This is an optimization exercise on Yosys and OpenROAD, whose aim is small area and a short achievable clock period, not a production implementation. Only simulation tests tie the RTL to the original design; equivalence was not proved. Power is estimated from default activity; no workload was simulated.

==> flow/design.v <==
module quad(clk, rst, A, B, Z, c, i);
parameter W = 14;
input clk, rst, A, B, Z;
output reg [W-1:0] c;    
output reg [W-1:0] i;    
reg [1:0] Ad, Bd;        
reg en;                  
reg dir;                 
reg [2:0] Zc;            
reg last_good;
always @(posedge clk) begin
    if (rst) begin
        Ad <= 2'b0;
        Bd <= 2'b0;
        en <= 1'b0;
    end else begin
        Ad <= {Ad[0], A};
        Bd <= {Bd[0], B};
        en <= Ad[0] ^ Ad[1] ^ Bd[0] ^ Bd[1];
    end
    dir <= Ad[0] ^ Bd[1];
end
wire good_one = &Zc;
wire good_zero = ~|Zc;
wire index_pulse = good_one & ~last_good;
wire [W-1:0] p = dir ? c : ~c;
wire [W-1:0] t;
assign t[0] = en;
genvar k;
generate for (k = 1; k < W; k = k + 1) begin : g_t
    assign t[k] = en & (&p[k-1:0]);
end endgenerate
always @(posedge clk) begin
    if (rst) begin
        Zc <= 3'b0;
        last_good <= 1'b0;
        c <= {W{1'b0}};
        i <= {W{1'b0}};
    end else begin
        if (Z && !good_one) Zc <= Zc + 3'd1;
        else if (!good_zero) Zc <= Zc - 3'd1;
        if (good_one) last_good <= 1'b1;
        else if (good_zero) last_good <= 1'b0;
        c <= c ^ t;
        if (index_pulse) i <= c;
    end
end
endmodule
module pluto_spi_rspi(clk, SCK, MOSI, MISO, SSEL, LED, nRESET, quadA, quadB, quadZ, up, down, dout, din);
parameter QW = 14;
input clk;
input SCK, SSEL, MOSI, nRESET;
output MISO;
output LED;
input [7:0] din;
input [3:0] quadA;
input [3:0] quadB;
input [3:0] quadZ;
output [9:0] dout;
output [3:0] up;
output [3:0] down;
wire rst = ~nRESET;
reg [9:0] real_dout;
assign dout = real_dout;
reg Zpolarity;
wire [QW-1:0] c0, c1, c2, c3, i0, i1, i2, i3;
quad q0(clk, rst, quadA[0], quadB[0], quadZ[0] ^ Zpolarity, c0, i0);
quad q1(clk, rst, quadA[1], quadB[1], quadZ[1] ^ Zpolarity, c1, i1);
quad q2(clk, rst, quadA[2], quadB[2], quadZ[2] ^ Zpolarity, c2, i2);
quad q3(clk, rst, quadA[3], quadB[3], quadZ[3] ^ Zpolarity, c3, i3);
wire [27:0] quad0 = {i0, c0};
wire [27:0] quad1 = {i1, c1};
wire [27:0] quad2 = {i2, c2};
wire [27:0] quad3 = {i3, c3};
reg [2:0] SCKr, SSELr;
always @(posedge clk) begin
    SCKr  <= rst ? 3'b0 : {SCKr[1:0], SCK};
    SSELr <= rst ? 3'b0 : {SSELr[1:0], SSEL};
end
wire SCK_risingedge  = ~SCKr[2] & SCKr[1];
wire SCK_fallingedge = SCKr[2] & ~SCKr[1];
wire SSEL_active = ~SSELr[1];
wire SSEL_startmessage = SSELr[2] & ~SSELr[1];
reg [2:0] bitcnt;
reg byte_received;
reg [4:0] spibytecnt;
reg [7:0] data_recvd;
reg [7:0] data_sent;
reg [7:0] data_outbuf;
reg [7:0] data_inbuf;
always @(posedge clk) begin
    if (rst) begin
        bitcnt <= 3'b0;
        byte_received <= 1'b0;
        spibytecnt <= 5'b0;
        data_sent <= 8'b0;
    end else begin
        if (SSEL_startmessage) begin
            bitcnt <= 3'b000;
            spibytecnt <= 5'b00000;
        end
        if (SSEL_active) begin
            if (SCK_risingedge) begin
                bitcnt <= bitcnt + 3'b001;
                if (bitcnt == 3'b000) data_sent <= data_outbuf;
            end else if (SCK_fallingedge) begin
                data_sent <= {data_sent[6:0], 1'b0};
                if (bitcnt == 3'b000) spibytecnt <= spibytecnt + 5'b00001;
            end
            byte_received <= SCK_risingedge && (bitcnt == 3'b111);
        end
    end
end
assign MISO = data_sent[7];
always @(posedge clk)
    if (SSEL_active & SCK_risingedge) data_recvd <= {data_recvd[6:0], MOSI};
reg [7:0] outmux;
always @(*) begin
    case (spibytecnt)
    5'd0:  outmux = quad0[7:0];
    5'd1:  outmux = quad0[15:8];
    5'd2:  outmux = quad0[23:16];
    5'd3:  outmux = {4'b0, quad0[27:24]};
    5'd4:  outmux = quad1[7:0];
    5'd5:  outmux = quad1[15:8];
    5'd6:  outmux = quad1[23:16];
    5'd7:  outmux = {4'b0, quad1[27:24]};
    5'd8:  outmux = quad2[7:0];
    5'd9:  outmux = quad2[15:8];
    5'd10: outmux = quad2[23:16];
    5'd11: outmux = {4'b0, quad2[27:24]};
    5'd12: outmux = quad3[7:0];
    5'd13: outmux = quad3[15:8];
    5'd14: outmux = quad3[23:16];
    5'd15: outmux = {4'b0, quad3[27:24]};
    5'd16: outmux = din;
    5'd17: outmux = {quadB, quadZ};
    5'd18: outmux = {4'b0, quadA};
    5'd19: outmux = 8'b0;
    default: outmux = {3'b0, spibytecnt};
    endcase
end
always @(posedge clk) begin
    if (rst) data_outbuf <= 8'b0;
    else if (SSEL_active) data_outbuf <= outmux;
end
wire br_next = SSEL_active ? (SCK_risingedge & (bitcnt == 3'b111)) : byte_received;
wire wr_next = ~SSELr[0] & br_next;
wire [4:0] sbc_next = SSEL_startmessage ? 5'd0 : spibytecnt;
reg ld_inbuf, ld0, ld1, ld2, ld3, ldd;
always @(posedge clk) begin
    if (rst) begin
        ld_inbuf <= 1'b0;
        {ld3, ld2, ld1, ld0} <= 4'b0;
        ldd <= 1'b0;
    end else begin
        ld_inbuf <= wr_next & ~sbc_next[0] & ~sbc_next[4] & (~sbc_next[3] | (sbc_next[2:1] == 2'b00));
        ld0 <= wr_next & (sbc_next == 5'd1);
        ld1 <= wr_next & (sbc_next == 5'd3);
        ld2 <= wr_next & (sbc_next == 5'd5);
        ld3 <= wr_next & (sbc_next == 5'd7);
        ldd <= wr_next & (sbc_next == 5'd9);
    end
end
always @(posedge clk) begin
    if (rst) data_inbuf <= 8'b0;
    else if (ld_inbuf) data_inbuf <= data_recvd;
end
always @(posedge clk) begin
    if (rst) begin
        real_dout <= 10'b0;
        Zpolarity <= 1'b0;
    end else if (ldd) begin
        real_dout <= {data_recvd[1:0], data_inbuf};
        Zpolarity <= data_recvd[7];
    end
end
wire [10:0] nv_duty = {data_recvd[2:0], data_inbuf};
wire nv_iu = data_recvd[4];
wire nv_id = data_recvd[5];
wire nv_pdm = data_recvd[6];
wire nv_sd = data_recvd[7];
reg [10:0] duty0, duty1, duty2, duty3;
reg [3:0] iu, id, sd;
reg pdm;
reg [10:0] pnext;
always @(posedge clk) pnext <= rst ? 11'd1 : pnext + 11'd1;
wire [10:0] duty0_n = ld0 ? nv_duty : duty0;
wire [10:0] duty1_n = ld1 ? nv_duty : duty1;
wire [10:0] duty2_n = ld2 ? nv_duty : duty2;
wire [10:0] duty3_n = ld3 ? nv_duty : duty3;
wire [3:0] ldv = {ld3, ld2, ld1, ld0};
wire [3:0] iu_n = (ldv & {4{nv_iu}}) | (~ldv & iu);
wire [3:0] id_n = (ldv & {4{nv_id}}) | (~ldv & id);
wire [3:0] sd_n = (ldv & {4{nv_sd}}) | (~ldv & sd);
wire pdm_n = ld0 ? nv_pdm : pdm;
always @(posedge clk) begin
    if (rst) begin
        duty0 <= 11'b0; duty1 <= 11'b0; duty2 <= 11'b0; duty3 <= 11'b0;
        iu <= 4'b0; id <= 4'b0; sd <= 4'b0; pdm <= 1'b0;
    end else begin
        duty0 <= duty0_n; duty1 <= duty1_n; duty2 <= duty2_n; duty3 <= duty3_n;
        iu <= iu_n; id <= id_n; sd <= sd_n; pdm <= pdm_n;
    end
end
wire [10:0] prev = {pnext[4], pnext[5], pnext[6], pnext[7], pnext[8], pnext[9],
                    pnext[10], pnext[3:0]};
wire [10:0] cmp_n = pdm_n ? prev : pnext;
wire [3:0] act_n;
pwm_gt g0(duty0_n, cmp_n, act_n[0]);
pwm_gt g1(duty1_n, cmp_n, act_n[1]);
pwm_gt g2(duty2_n, cmp_n, act_n[2]);
pwm_gt g3(duty3_n, cmp_n, act_n[3]);
reg [3:0] up_r, down_r;
reg led_r;
always @(posedge clk) begin
    if (rst) begin
        up_r <= 4'b0;
        down_r <= 4'b0;
        led_r <= 1'b0;
    end else begin
        up_r <= iu_n ^ (~sd_n & act_n);
        down_r <= id_n ^ (sd_n & act_n);
        led_r <= iu_n[0] ^ id_n[0] ^ act_n[0];
    end
end
assign up = up_r;
assign down = down_r;
assign LED = led_r;
endmodule
module pwm_gt(a, b, gt);
input [10:0] a, b;
output reg gt;
integer k;
always @(*) begin
    gt = 1'b0;
    for (k = 0; k < 11; k = k + 1)
        gt = (a[k] & ~b[k]) | ((a[k] | ~b[k]) & gt);
end
endmodule
Settings: LEC_CHECK=0, ABC_AREA=1, CAP_MARGIN=20, CORE_MARGIN=2, CORE_UTILIZATION=60, CTS_BUF_LIST=sky130_fd_sc_hd__clkbuf_16, CTS_CLUSTER_DIAMETER=80, CTS_CLUSTER_SIZE=25, SLEW_MARGIN=20; clock period 8.0 ns.
standard.sh (not shown) runs the stock make flow with config.mk's settings and CLKGATE_MAP_FILE= SYNTH_SCRIPT=/design/flow/synth_recipe.tcl, a recipe that flattens the netlist after the stock synthesis.
==> flow/flow/run.sh <==
#!/bin/bash
# Standard layout (the standard.sh) with two changes to how it is made:
# the port buffers are buf_2 cells instead of the buffer buffer_ports picks
# by default, and timing repair aims for 5.4 ns of setup slack.
set -e
export BUFFER_PORTS_ARGS="-buffer_cell sky130_fd_sc_hd__buf_2"
export SETUP_SLACK_MARGIN=5.4
bash standard.sh > standard.log 2>&1
The baseline completed without violations.
Next try:
--- a/flow/design.v
+++ b/flow/design.v
@@ -114,32 +114,24 @@
 assign MISO = data_sent[7];
 always @(posedge clk)
     if (SSEL_active & SCK_risingedge) data_recvd <= {data_recvd[6:0], MOSI};
-reg [7:0] outmux;
-always @(*) begin
-    case (spibytecnt)
-    5'd0:  outmux = quad0[7:0];
-    5'd1:  outmux = quad0[15:8];
-    5'd2:  outmux = quad0[23:16];
-    5'd3:  outmux = {4'b0, quad0[27:24]};
-    5'd4:  outmux = quad1[7:0];
-    5'd5:  outmux = quad1[15:8];
-    5'd6:  outmux = quad1[23:16];
-    5'd7:  outmux = {4'b0, quad1[27:24]};
-    5'd8:  outmux = quad2[7:0];
-    5'd9:  outmux = quad2[15:8];
-    5'd10: outmux = quad2[23:16];
-    5'd11: outmux = {4'b0, quad2[27:24]};
-    5'd12: outmux = quad3[7:0];
-    5'd13: outmux = quad3[15:8];
-    5'd14: outmux = quad3[23:16];
-    5'd15: outmux = {4'b0, quad3[27:24]};
-    5'd16: outmux = din;
-    5'd17: outmux = {quadB, quadZ};
-    5'd18: outmux = {4'b0, quadA};
-    5'd19: outmux = 8'b0;
-    default: outmux = {3'b0, spibytecnt};
-    endcase
-end
+wire [19:0] bsel;
+genvar gb;
+generate for (gb = 0; gb < 20; gb = gb + 1) begin : g_bsel
+    assign bsel[gb] = (spibytecnt == gb);
+end endgenerate
+wire bhi = (spibytecnt[4] & (spibytecnt[3] | spibytecnt[2]));   
+wire [7:0] outmux =
+      ({8{bsel[0]}}  & quad0[7:0])   | ({8{bsel[1]}}  & quad0[15:8])
+    | ({8{bsel[2]}}  & quad0[23:16]) | ({8{bsel[3]}}  & {4'b0, quad0[27:24]})
+    | ({8{bsel[4]}}  & quad1[7:0])   | ({8{bsel[5]}}  & quad1[15:8])
+    | ({8{bsel[6]}}  & quad1[23:16]) | ({8{bsel[7]}}  & {4'b0, quad1[27:24]})
+    | ({8{bsel[8]}}  & quad2[7:0])   | ({8{bsel[9]}}  & quad2[15:8])
+    | ({8{bsel[10]}} & quad2[23:16]) | ({8{bsel[11]}} & {4'b0, quad2[27:24]})
+    | ({8{bsel[12]}} & quad3[7:0])   | ({8{bsel[13]}} & quad3[15:8])
+    | ({8{bsel[14]}} & quad3[23:16]) | ({8{bsel[15]}} & {4'b0, quad3[27:24]})
+    | ({8{bsel[16]}} & din)          | ({8{bsel[17]}} & {quadB, quadZ})
+    | ({8{bsel[18]}} & {4'b0, quadA})
+    | ({8{bhi}} & {3'b0, spibytecnt});
 always @(posedge clk) begin
     if (rst) data_outbuf <= 8'b0;
     else if (SSEL_active) data_outbuf <= outmux;
Effect:
- The new run passed the timing, DRC and antenna checks
- wire length went up by a few percent
- final cell count went down slightly
- final area drops slightly
- via count climbs slightly
- sequential cell count stays the same
- total power fell slightly
- maximum frequency grows slightly
- sequential share of layout area went up by 0.69 points
- count of clock-buffer cells in the layout went down by 1
- synthesized area decreases slightly
- clock skew came out higher by 0.0065 ns
- register-to-register slack improved by 0.11 ns

-- static timing again, ports no longer ideal --
The results above use ideal ports. As a check the final layouts listed here were re-extracted and re-timed, cells and wires unchanged.
Step 1 assumes that a clkbuf_16 drives the clock port and a buf_2 every other input.
Step 2 times the ports against the registers' clock, not the clock port: input delays grow and output delays shrink by t, the midpoint of the rising clock arrivals with the driver on.
Three values: ideal, step 1, step 2; two values: the first two.
run	t (ns)	setup slack, ns	slew at the worst register clock pin (ns)	worst data-port slew with drivers (ns)
the first run	0.553	5.424 / 5.377 / 4.914	0.10 / 0.10	0.06
the second run	0.548	5.442 / 5.393 / 4.971	0.10 / 0.10	0.04
After both steps every run listed still meets setup and hold. The setup slack of the first run, which loses most, moves by -0.047 ns with the drivers and by -0.510 ns with both steps.
